From an optimization exercise on the open Yosys and OpenROAD flow, aimed at small area, a short achievable clock period and few clock cycles; shortcuts taken in it are not production practice.
No functional check of the RTL was part of any run shown here.

==> flow/design.v, too long to show whole: its modules and the start of the top module <==
// module mem: 25 lines
// module dot8: 3516 lines
// module accum: 159 lines
// module ctrl: 95 lines
// module mvm: 121 lines
// module mvm_top: 37 lines
module mvm_top (
    input  clk,
    input  rst,
    input  [63:0] i_vec_wdata,
    input  [2:0]  i_vec_waddr,
    input  i_vec_wen,
    input  [63:0] i_mat_wdata,
    input  [3:0]  i_mat_waddr,
    input  [1:0]  i_mat_wen,
    input  i_start,
    input  [2:0]  i_vec_start_addr,
    input  [3:0]  i_vec_num_words,
    input  [3:0]  i_mat_start_addr,
    input  [4:0]  i_mat_num_rows_per_olane,
    output o_busy,
    output [63:0] o_result,
    output o_valid
);
  // ...
==> flow/run.sh <==
#!/bin/bash
# synth_recipe.tcl (not shown) runs the flow's synth.tcl, then flattens the netlist and writes it again
# the make line also repeats each setting of config.mk as NAME=value (left out here)
make -C /OpenROAD-flow-scripts/flow DESIGN_CONFIG=/design/flow/config.mk WORK_HOME=/design/flow/orfs CLKGATE_MAP_FILE= SYNTH_SCRIPT=/design/flow/synth_recipe.tcl finish
==> flow/config.mk <==
export PLATFORM = sky130hd
export DESIGN_NAME = mvm_top
export DESIGN_NICKNAME = mvm_top
export VERILOG_FILES = /design/flow/design.v
export SDC_FILE = /design/flow/constraint.sdc
export NUM_CORES = 4
export LEC_CHECK = 0
export ABC_CLOCK_PERIOD_IN_PS = 2500
export CAP_MARGIN = 20
export CORE_MARGIN = 2
export CORE_UTILIZATION = 40
export SLEW_MARGIN = 20
==> flow/constraint.sdc <==
create_clock -name core_clock -period 5.3 [get_ports {clk}]
set_input_delay 1.0600 -clock core_clock [delete_from_list [all_inputs] [get_ports {clk}]]
set_output_delay 1.0600 -clock core_clock [all_outputs]
set_load 0.01 [all_outputs]
==> out/metrics.yaml, run 1 <==
status:
  outcome: "timing/DRC/antenna clean"
final_layout:
  nFillCells: 39700
  nNonClkInverters: 2018
  layout_commonest_cell: "edfxtp_1"
  dominant_cells: "flip-flops and latches"
  mostFrequentLayoutCells: "edfxtp_1 (2565), fa_1 (2051), inv_1 (2018), dfxtp_1 (1084), nand2_1 (1053)"
  seq_cell_count: 3663
  stdcell_count: 18800
logic_synthesis:
  syn_area_sq_um: 182000
  synth_compound_area_share_pct: 0.544
  synth-simple-area-share_pct: 6.67
clock_tree:
  ctsHoldBuffers: 0
setup_path:
  cpLargestDelayFamily: "adder cells"
  cpMaxStageDelayCell: "dfxtp_1"
  cpPeakStageDelay_ps: 1010
  path_max_fanout: 8
place:
  io_buffers: 221
global_routing:
  met3_usage_pct: 7.08
  antenna_found_initial: 96
detailed_routing:
  num_vias: 98700
  first_pass_iters: 6
  routedWlPerCell_um: 30.2
  drt-total-wl_mm: 566
  m1WireLength_mm: 237
sta:
  final.setup.tns_ps: 0
  rsz0062_at_grt: "no"
hold_path:
  worst_hold_path_type: "register to register"
floorplan:
  die_h_um: 679
  die_w_um: 679
==> inputs of run 2 (changes only) <==
--- a/flow/config.mk
+++ b/flow/config.mk
@@ -10,3 +10,4 @@
 export CORE_MARGIN = 2
 export CORE_UTILIZATION = 40
+export SETUP_SLACK_MARGIN = 2.5
 export SLEW_MARGIN = 20
==> out/metrics.yaml, run 2 <==
sta:
  timing.final.ws_setup_ps: 2040
  setup_viol: 0
  period_needed_ps: 3260
  fin_crit_sh_pct: 61.6
  rsz0062_at_grt: "yes"
  whs_ps: 273
  fmax_mhz: 306
  final.setup.tns_ps: 0  # unchanged
  drv_slew: 0
  worstMarginPinSlew_ps: 926
  fin_worst_skew_ps: 105
  final_hold_viol_count: 0
  relSlewSlack_pct: 38.3
logic_synthesis:
  netlist.area_leader.share_pct: 42.2
  syn_area_sq_um: 182000  # unchanged
  synthTopCellsByArea: "edfxtp_1 (42%), fa_1 (23%), dfxtp_1 (12%)"
  ys_types: 64
  async_flop_share_pct: 0
  synth_warnings: 6
  synth_commonest_cells: "edfxtp_1 (2565), fa_1 (2051), inv_1 (2018)"
  synthCells: 11900
  syn_nets: 14200
  ys_seq_elements: 3663
  synth_top_area_cell: "edfxtp_1"
  ys.flop_type: "edfxtp_1"
  ys_seq_area_share_pct: 54.3
  synth_area_per_cell_sq_um: 15.4
  yosysMostFrequentCell: "edfxtp_1"
  synth_edf_count: 2565
hold_path:
  hold_depth: 0
  worst_hold_path_type: "register to register"
  hold_end: "u_mvm.lane[1].dot_unit.rb_c13_4$_DFF_P_"
  worstHoldStart: "u_mvm.lane[1].dot_unit.ra_c13_12$_DFF_P_"
clock_tree:
  clock_path_buffers: 4
  htree_levels: 5
  cts-root-buf: "clkbuf_16"
  clock_sinks: 3663
  cts_made_buffers: 382
  clkSlewWorstSetupHoldPaths_ps: 70
  tritoncts: "yes"
  clock_latency_ps: 1060
detailed_routing:
  drt_iter0_markers: 11700
  first_pass_iters: 6  # unchanged
  viasPerCell: 5.32
  num_vias: 102000  # +3.3%
  drc_errors: 0
  detail-route-antenna-nets: 1
  routedWlPerCell_um: 31.6  # +4.7%
  drt-total-wl_mm: 605  # +6.8%
place:
  placed_area_sq_um: 193000
  place_congestion: 1.04
  pre_cts_slack_ps: 1440
  dp_hpwl_mm: 423
  io_buffers: 221  # unchanged
global_routing:
  grt_pass1_vias: 103000
  antenna_found_initial: 96  # unchanged
  grt_usage_pct: 25.6
  grt_pass1_wl_mm: 815
  grt_start_max_net_pins: 79
  grt_overflow_total: 0
final_layout:
  area_growth_pct: 18.7
  design_area_sq_um: 217000
  mostFrequentLayoutCells: "edfxtp_1 (2565), inv_1 (1565), fa_1 (1189), nand2_1 (937), fa_2 (862)"
  final_nets: 15000
  layout_commonest_cell: "edfxtp_1"
  final_layout_size_suffix_gt1_share_pct: 32.8
setup_path:
  cpLargestDelayFamily: "adder cells"
  worstPathRequired_ps: 6210
  crit_buf_inv: 4
  path_max_fanout: 4  # -4
  path_cells: "buf_6, nand2_4, fa_1, inv_2, fa_1, inv_1, fa_2, inv_2, fa_2"
  cpMaxStageDelayCell: "fa_2"
  r2r.worst_path.cells: 9
  startpoint_type: "register"
  reg2reg_to: "u_mvm.lane[1].dot_unit.ra_c7_18$_DFF_P_"
  critical_path_class: "register to register"
  r2r_start: "u_mvm.w_v0[60]$_DFF_P_"
  ff2ff_setup_slack_ps: 2040
  cp-end-kind: "register"
  cpPeakStageDelay_ps: 610  # -400 ps
  critPathArrivalTime_ps: 4180
floorplan:
  coreArea_sq_um: 453000
  start_util_pct: 40.2
  rows: 247
  die_w_um: 679  # unchanged
  pin_count: 223
  die_h_um: 679  # unchanged
  die_area_sq_um: 461000
job:
  max_cap_viol_count: 0
status:
  so_faults: "antenna violations"
  outcome: "failed layout checks"
## run 2: worst max path at each step
stage	from	endpoint	slack, ps	cells past startpoint
after CTS	u_mvm.w_v0[44]$_DFF_P_	u_mvm.lane[1].dot_unit.ra_c7_18$_DFF_P_	2130	8
after floorplan	i_vec_waddr[1]	u_mvm.vec_memory.bank1[2][0]$_DFFE_PP_	1960	2
after global placement	i_mat_wen[1]	u_mvm.lane[1].mat_memory.bank0[0][20]$_DFFE_PP_	1450	4
final	u_mvm.w_v0[60]$_DFF_P_	u_mvm.lane[1].dot_unit.ra_c7_18$_DFF_P_	2040	9
after global routing	u_mvm.w_v0[0]$_DFF_P_	u_mvm.lane[1].dot_unit.ra_c7_16$_DFF_P_	2050	9
after detailed placement	i_mat_wen[1]	u_mvm.lane[1].mat_memory.bank0[0][14]$_DFFE_PP_	1440	4
## run 2: area by class of cell
class	instances	area, sq um
Antenna cell	97	243
Timing Repair Buffer	879	10500
Clock inverter	215	2430
Clock buffer	501	10500
Fill cell	38500	237000
Sequential cell	3663	100000
Tap cell	5976	7480
Multi-Input combinational cell	5805	77700
Inverter	2018	7630
## run 2: metal layers
layer | GRT usage, % | vias up | wire length (um)
li1 | - | 40900 | -
met1 | 34.5 | 54200 | 237000
met2 | 37.2 | 5274 | 260000
met3 | 7.78 | 1494 | 65300
met4 | 13.5 | 12 | 41800
met5 | 0.354 | - | 272
## run 2: timing repair
action,CTS,global route
buffers inserted,264,125
hold buffers,0,0
endpoints found under the setup margin,504,383
gates cloned,3,8
gates resized for setup,1653,1100
pin swaps,349,630
## run 2: stage by stage
| stage | instances | util [%] |
|---|---|---|
| 2_1_floorplan | 11900 | - |
| 3_3_place_gp | 17900 | 42.6 |
| 3_5_place_dp | 17900 | 42.6 |
| 4_1_cts | 18900 | 46.9 |
| 5_1_grt | 19100 | 47.7 |
| 6_report | 19200 | 47.8 |
## run 2: cell families after synthesis
family / after synthesis / share of synthesized area (%)
compound gates: 155 / 0.544
xor+xnor: 49 / 0.235
fa+ha+maj: 2127 / 23.0
buf+inv: 2399 / 5.03
flops: 3663 / 54.3
mux: 1026 / 10.2
simple gates: 2448 / 6.67

-- static timing again, ports no longer ideal --
In the flow no input, the clock included, has a driving cell. The finished layouts below were timed again as built, in two steps.
Step 1 assumes that a clkbuf_16 drives the clock port and a buf_2 every other input.
Step 2 also shifts input and output timing later by t, the mid clock arrival at the registers, as if the neighbouring blocks saw the same clock.
Three values: ideal, step 1, step 2; two values: the first two.
| run | t (ns) | setup slack, ns | worst setup path after step 2 |
|---|---|---|---|
| run 1 | 1.112 | 1.276 / 1.276 / 1.276 | register to register |
| run 2 | 1.111 | 2.036 / 2.036 / 1.537 | input to register |
For run 2, which loses most, drivers alone change the setup slack by 0.000 ns; drivers and shift together by -0.499 ns.
